From an optimization exercise on the open Yosys and OpenROAD flow, aimed at small area; shortcuts taken in it are not production practice. At most, simulation tests tie the RTL to the original design; equivalence was not proved. Power figures rest on the tool's default switching activity, not on a simulated workload.

==> v18 <==
==> flow/design.v <==
module weakcore(
	input wire clk, input wire rst,
	input wire [31:0] bus_in,
	output wire [31:0] bus_out,
	output wire [31:0] bus_addr,
	output wire bus_req,
	input wire bus_ack,
	output wire bus_wr,
	output wire [3:0] bus_wr_mask);
	reg s_if, s_idle, s_id, s_exe, s_wb;
	reg [31:2] ir;
	reg [31:2] pc;
	reg [31:0] A;
	reg tk;
	wire [2:0] f3 = ir[14:12];
	wire [4:0] rd = ir[11:7];
	wire [4:0] rs1 = ir[19:15];
	wire [4:0] rs2 = ir[24:20];
	wire is_u	= ir[4] & ir[2];		 
	wire is_auipc	= is_u & ~ir[5];
	wire is_alu	= ir[4] & ~ir[2];		 
	wire is_op	= is_alu & ir[5];
	wire is_jump	= ir[6] & ir[2];		 
	wire is_jal	= ir[3];
	wire is_jalr	= is_jump & ~ir[3];
	wire is_br	= ir[6] & ~ir[2];
	wire is_mem	= ~ir[6] & ~ir[4];		 
	wire is_ld	= is_mem & ~ir[5];
	wire is_st	= is_mem & ir[5];
	wire no_wb	= ir[5] & ~ir[4] & ~ir[2];	 
	wire [4:0] ra = s_id ? rs1 : rs2;
	wire [31:0] wdata;
	wire exe_done = ~is_mem | bus_ack;
	wire we = s_exe & ~no_wb & exe_done;
	wire [31:0] rfq [1:31];
	genvar g;
	generate
		for (g = 1; g < 32; g = g + 1) begin : R
			reg [31:0] q;
			always @ (posedge clk)
				if (we && rd == g)
					q <= wdata;
			assign rfq[g] = q;
		end
	endgenerate
	reg [31:0] port;
	integer k;
	always @ (*) begin
		port = 32'b0;
		for (k = 1; k < 32; k = k + 1)
			port = port | (rfq[k] & {32{ra == k}});
	end
	wire [31:0] imm_i = {{21{ir[31]}}, ir[30:20]};
	wire [31:0] imm_s = {{21{ir[31]}}, ir[30:25], ir[11:7]};
	wire [31:0] imm_b = {{20{ir[31]}}, ir[7], ir[30:25], ir[11:8], 1'b0};
	wire [31:0] imm_u = {ir[31:12], 12'b0};
	wire [31:0] imm_j = {{12{ir[31]}}, ir[19:12], ir[20], ir[30:21], 1'b0};
	wire sel_i = (s_exe & ((is_alu & ~is_op) | is_ld)) |
		     (s_wb & is_jalr);
	wire sel_s = s_exe & is_st;
	wire sel_b = s_wb & is_br & tk;
	wire sel_u = s_exe & is_u;
	wire sel_j = s_wb & is_jal;
	wire sel_4 = (s_exe & is_jump) |
		     (s_wb & ~is_jump & ~(is_br & tk));
	wire sel_p = s_exe & (is_op | is_br);
	wire [31:0] imm = ({32{sel_i}} & imm_i) |
			  ({32{sel_s}} & imm_s) |
			  ({32{sel_b}} & imm_b) |
			  ({32{sel_u}} & imm_u) |
			  ({32{sel_j}} & imm_j) |
			  {29'b0, sel_4, 2'b0};
	wire [31:0] opb = ({32{sel_p}} & port) | imm;
	wire sub = s_exe & (is_br |
		(is_alu & ((f3[2:1] == 2'b01) |
			   (is_op & ir[30] & f3 == 3'b000))));
	wire sel_a = (s_exe & ~is_u & ~is_jump) | (s_wb & is_jalr);
	wire sel_pc = s_if | (s_exe & (is_auipc | is_jump)) |
		      (s_wb & ~is_jalr);
	wire [31:0] op1 = ({32{sel_a}} & A) | ({32{sel_pc}} & {pc, 2'b00});
	wire [31:0] op2 = opb ^ {32{sub}};
	wire [32:0] sum = {1'b0, op1} + {1'b0, op2} + {32'b0, sub};
	wire lt = (A[31] ^ opb[31]) ? A[31] : sum[31];
	wire ltu = ~sum[32];
	wire [31:0] x_xor = A ^ opb;
	wire eq = ~|x_xor;
	wire br_cond = f3[2] ? (f3[1] ? ltu : lt) : eq;
	wire taken = br_cond ^ f3[0];
	wire sh_left = ~f3[2];
	wire [31:0] a_rev;
	generate
		for (g = 0; g < 32; g = g + 1) begin : REV
			assign a_rev[g] = A[31 - g];
		end
	endgenerate
	wire [31:0] sh_in = sh_left ? a_rev : A;
	wire sh_fill = ~sh_left & ir[30] & A[31];
	wire [32:0] sh_ext = {sh_fill, sh_in};
	wire [32:0] sh_out = $signed(sh_ext) >>> opb[4:0];
	wire [31:0] sh_rev;
	generate
		for (g = 0; g < 32; g = g + 1) begin : REV2
			assign sh_rev[g] = sh_out[31 - g];
		end
	endgenerate
	reg [31:0] alu;
	always @ (*) begin
		case (f3)
		3'b000: alu = sum[31:0];
		3'b001: alu = sh_rev;
		3'b010: alu = {31'b0, lt};
		3'b011: alu = {31'b0, ltu};
		3'b100: alu = x_xor;
		3'b101: alu = sh_out[31:0];
		3'b110: alu = A | opb;
		default: alu = A & opb;
		endcase
	end
	wire [1:0] ea = sum[1:0];
	wire [15:0] ld_h = ea[1] ? bus_in[31:16] : bus_in[15:0];
	wire [7:0] ld_b = ea[0] ? ld_h[15:8] : ld_h[7:0];
	wire ld_sign = ~f3[2] & (f3[0] ? ld_h[15] : ld_b[7]);
	wire [31:0] ld = {f3[1] ? bus_in[31:16] : {16{ld_sign}},
			  (f3[1:0] == 2'b00) ? {8{ld_sign}} : ld_h[15:8],
			  (f3[1:0] == 2'b00) ? ld_b : ld_h[7:0]};
	assign wdata = is_ld ? ld : (is_alu ? alu : sum[31:0]);
	always @ (posedge clk) begin
		if (~rst) begin
			s_if <= 1'b1;
			s_idle <= 1'b0;
			s_id <= 1'b0;
			s_exe <= 1'b0;
			s_wb <= 1'b0;
		end else begin
			s_if <= s_wb | (s_if & ~bus_ack);
			s_idle <= s_if & bus_ack;
			s_id <= s_idle;
			s_exe <= s_id | (s_exe & ~exe_done);
			s_wb <= s_exe & exe_done;
		end
	end
	always @ (posedge clk) begin
		if (~rst)
			pc <= 30'b0;
		else if (s_wb)
			pc <= sum[31:2];
	end
	always @ (posedge clk) begin
		if (s_if)
			ir <= bus_in[31:2];
		if (s_id)
			A <= port;
		tk <= taken;
	end
	assign bus_req = s_if | (s_exe & is_mem);
	assign bus_wr = s_exe & is_st;
	assign bus_addr = {sum[31:2], 2'b00};
	assign bus_out = {f3[1] ? port[31:24] : (f3[0] ? port[15:8] : port[7:0]),
			  f3[1] ? port[23:16] : port[7:0],
			  (f3[1] | f3[0]) ? port[15:8] : port[7:0],
			  port[7:0]};
	assign bus_wr_mask = f3[1] ? 4'b1111 :
			     f3[0] ? (ea[1] ? 4'b1100 : 4'b0011) :
			     (4'b0001 << ea);
endmodule
==> flow/run.sh <==
#!/bin/bash
# synth_recipe.tcl (not shown) runs the flow's synth.tcl, then flattens the netlist and writes it again
# the make line also repeats each setting of config.mk as NAME=value (left out here)
make -C /OpenROAD-flow-scripts/flow DESIGN_CONFIG=/design/flow/config.mk WORK_HOME=/design/flow/orfs CLKGATE_MAP_FILE= SYNTH_SCRIPT=/design/flow/synth_recipe.tcl finish
==> flow/config.mk <==
export PLATFORM = sky130hd
export DESIGN_NAME = weakcore
export DESIGN_NICKNAME = weakcore
export VERILOG_FILES = /design/flow/design.v
export SDC_FILE = /design/flow/constraint.sdc
export NUM_CORES = 4
export LEC_CHECK = 0
export CAP_MARGIN = 20
export CORE_MARGIN = 2
export CORE_UTILIZATION = 40
export SLEW_MARGIN = 20
==> flow/constraint.sdc <==
create_clock -name core_clock -period 10.0 [get_ports {clk}]
set_input_delay 2.0000 -clock core_clock [delete_from_list [all_inputs] [get_ports {clk}]]
set_output_delay 2.0000 -clock core_clock [all_outputs]
set_load 0.01 [all_outputs]
==> v12 (differences from v18) <==
--- a/flow/design.v
+++ b/flow/design.v
@@ -33,11 +33,36 @@
 	wire exe_done = ~is_mem | bus_ack;
-	wire we = s_exe & ~no_wb & exe_done;
+	wire wstart = s_exe & ~no_wb & exe_done;
+	reg [1:0] phi;
+	reg [31:0] W;
+	reg [4:0] wrd;
+	reg [3:0] wsh;
+	wire wact = |wsh;
+	always @ (posedge clk) begin
+		if (~rst)
+			phi <= 2'b00;
+		else
+			phi <= phi + 2'b01;
+		wsh <= {wsh[2:0], wstart};
+		if (wstart) begin
+			W <= wdata;
+			wrd <= rd;
+		end
+	end
+	wire [7:0] inj;
 	wire [31:0] rfq [1:31];
-	genvar g;
+	genvar g, j;
 	generate
+		for (j = 0; j < 8; j = j + 1) begin : INJ
+			assign inj[j] = W[4 * j + {~phi[1], ~phi[0]}];
+		end
 		for (g = 1; g < 32; g = g + 1) begin : R
 			reg [31:0] q;
+			wire wsel = wact & (wrd == g);
+			wire [31:0] q_next;
+			for (j = 0; j < 8; j = j + 1) begin : RING
+				assign q_next[4 * j + 3 -: 4] =
+					{q[4 * j + 2 -: 3], wsel ? inj[j] : q[4 * j + 3]};
+			end
 			always @ (posedge clk)
-				if (we && rd == g)
-					q <= wdata;
+				q <= q_next;
 			assign rfq[g] = q;
@@ -45,9 +70,15 @@
 	endgenerate
-	reg [31:0] port;
+	reg [31:0] port_phys;
 	integer k;
 	always @ (*) begin
-		port = 32'b0;
+		port_phys = 32'b0;
 		for (k = 1; k < 32; k = k + 1)
-			port = port | (rfq[k] & {32{ra == k}});
+			port_phys = port_phys | (rfq[k] & {32{ra == k}});
 	end
+	wire [31:0] port;
+	generate
+		for (j = 0; j < 32; j = j + 1) begin : UNROT
+			assign port[j] = port_phys[(j & ~3) + ((j + phi) & 3)];
+		end
+	endgenerate
 	wire [31:0] imm_i = {{21{ir[31]}}, ir[30:20]};
@@ -76,6 +107,15 @@
 			   (is_op & ir[30] & f3 == 3'b000))));
-	wire sel_a = (s_exe & ~is_u & ~is_jump) | (s_wb & is_jalr);
+	wire sh_left = ~f3[2];
+	wire sel_r = s_exe & is_alu & (f3[1:0] == 2'b01) & sh_left;
+	wire sel_a = (s_exe & ~is_u & ~is_jump & ~sel_r) | (s_wb & is_jalr);
+	wire [31:0] a_rev;
+	generate
+		for (g = 0; g < 32; g = g + 1) begin : REV
+			assign a_rev[g] = A[31 - g];
+		end
+	endgenerate
 	wire sel_pc = s_if | (s_exe & (is_auipc | is_jump)) |
 		      (s_wb & ~is_jalr);
-	wire [31:0] op1 = ({32{sel_a}} & A) | ({32{sel_pc}} & {pc, 2'b00});
+	wire [31:0] op1 = ({32{sel_a}} & A) | ({32{sel_pc}} & {pc, 2'b00}) |
+			  ({32{sel_r}} & a_rev);
 	wire [31:0] op2 = opb ^ {32{sub}};
@@ -88,10 +128,3 @@
 	wire taken = br_cond ^ f3[0];
-	wire sh_left = ~f3[2];
-	wire [31:0] a_rev;
-	generate
-		for (g = 0; g < 32; g = g + 1) begin : REV
-			assign a_rev[g] = A[31 - g];
-		end
-	endgenerate
-	wire [31:0] sh_in = sh_left ? a_rev : A;
+	wire [31:0] sh_in = op1;
 	wire sh_fill = ~sh_left & ir[30] & A[31];
==> flow/flow/run.sh (new file) <==
#!/bin/bash
# Layout flow: the standard ORFS flow (standard.sh) with these changes:
#  - synthesis: the standard script (synth_recipe.tcl) with only ABC's script
#    replaced by flow/area.abc, and no pre-mapped adder cells / Kogge-Stone
#    adder map, so ABC maps the adder logic itself (registers are unchanged);
#  - port buffers use sky130_fd_sc_hd__buf_1;
#  - CTS: clkbuf_16 leaf clusters of up to 25 sinks, no dummy loads.
# Each tool's log is in orfs/logs/; make's output is in flow_make.log.
set -euo pipefail
here=$(pwd)

# synthesis script = synth_recipe.tcl plus an override of the abc command
{
  head -n 1 synth_recipe.tcl
  cat <<'EOT'
proc abc {args} {
  set i [lsearch -exact $args -script]
  if {$i >= 0} { lset args [expr {$i + 1}] $::env(MY_ABC_SCRIPT) }
  yosys abc {*}$args
}
EOT
  tail -n +2 synth_recipe.tcl
} > my_synth.tcl

export MY_ABC_SCRIPT=$here/flow/area.abc
export BUFFER_PORTS_ARGS="-buffer_cell sky130_fd_sc_hd__buf_1"
export CTS_ARGS="-sink_clustering_enable -repair_clock_nets -dont_use_dummy_load -buf_list sky130_fd_sc_hd__clkbuf_16 -sink_clustering_size 25 -sink_clustering_max_diameter 80"

sed -e "s#SYNTH_SCRIPT=[^ ]*#SYNTH_SCRIPT=$here/my_synth.tcl ADDER_MAP_FILE= SYNTH_OPERATIONS_ARGS=-nofsm#" standard.sh > my_standard.sh
bash my_standard.sh finish > flow_make.log 2>&1
==> flow/flow/area.abc (new file) <==
strash
&get -n
&st
&dch -f
&nf
&put
buffer -c
topo
stime -c
upsize -c
dnsize -c
==> flow/standard.sh (new file) <==
#!/bin/bash
# synth_recipe.tcl (not shown) runs the flow's synth.tcl, then flattens the netlist and writes it again
# the make line also repeats each setting of config.mk as NAME=value (left out here)
make -C /OpenROAD-flow-scripts/flow DESIGN_CONFIG=/design/flow/config.mk WORK_HOME=/design/flow/orfs CLKGATE_MAP_FILE= SYNTH_SCRIPT=/design/flow/synth_recipe.tcl "${@:-finish}"
Settings changed: CAP_MARGIN 20 to 5, CORE_UTILIZATION 40 to 60, SLEW_MARGIN 20 to 5.
removed: flow/run.sh
==> results.txt <==
| quantity | v12 | v18 |
|---|---|---|
| Worst Hold Endpoint | R[26].q[1] | pc[2] |
| Number of H-tree branching levels | 2 | 3 |
| Via count of the routed design | 34.6k | 37.6k |
| Share of final layout cell area taken by non-clock buffers | 0.0511 | 0.0525 |
| Fraction of final layout cells sized beyond drive strength 1 | 0.120 | 0.152 |
| Sum of routed wire segments on met1 | 57.0 mm | 82.4 mm |
| Endpoint of the worst register-to-register path | W[0] | R[28].q[0] |
| Number of synthesized register bits | 1133 | 1090 |
| Worst path most repeated cell | sky130_fd_sc_hd__nand4_1 | sky130_fd_sc_hd__buf_4 |
| Diodes inserted | 0 | 5 |
| Hold wc startpoint | R[26].q[0] | pc[2] |
| Status | finished clean | finished clean |
| Combinational share of power | 0.087 | 0.132 |
| Final worst slack | 0.117 ns | 0.280 ns |
| Non-clock inverter count in the final layout | 59 | 90 |
| Total wirelength of the detailed-routed design | 141 mm | 222 mm |
| Area of the multi-input gates | 17600 um^2 | 16300 um^2 |
| Met1 usage in global routing | 0.524 | 0.439 |
| Worst clock skew | 0.103 ns | 0.0632 ns |
| Avg Synthesized Cell Area | 9.45 um^2 | 13.5 um^2 |
| Switching power of the nets | 0.00195 W | 0.00289 W |
| Final core utilization | 0.677 | 0.472 |
| Grt met2 use | 0.584 | 0.538 |
| Placed Cells incl. Taps | 5278 | 5320 |
No functional check of the RTL was part of v12.

[afterwards: timing with drivers on the ports]
No port has a modelled driver above. Below, the same layouts with a new extraction and two added sets of constraints.
Step 1 (the two cells are an assumption about what drives the block):
set clk [get_ports {clk}]
set_driving_cell -lib_cell sky130_fd_sc_hd__clkbuf_16 $clk
set_driving_cell -lib_cell sky130_fd_sc_hd__buf_2 [delete_from_list [all_inputs] $clk]
Step 2 also shifts input and output timing later by t, the mid clock arrival at the registers, as if the neighbouring blocks saw the same clock.
Slacks: ideal ports / drivers / drivers and shift; pairs: ideal ports / drivers.
run | t (ns) | setup slack, ns | worst setup path at the end | latest minus earliest clock arrival (ns) | slew at the worst register clock pin (ns)
v18 | 0.807 | 0.280 / 0.195 / 1.002 | register to output | 0.063 / 0.063 | 0.08 / 0.08
v12 | 0.695 | 0.117 / 0.050 / 0.745 | register to output | 0.103 / 0.103 | 0.11 / 0.11
After both steps setup and hold are still met in every run listed.
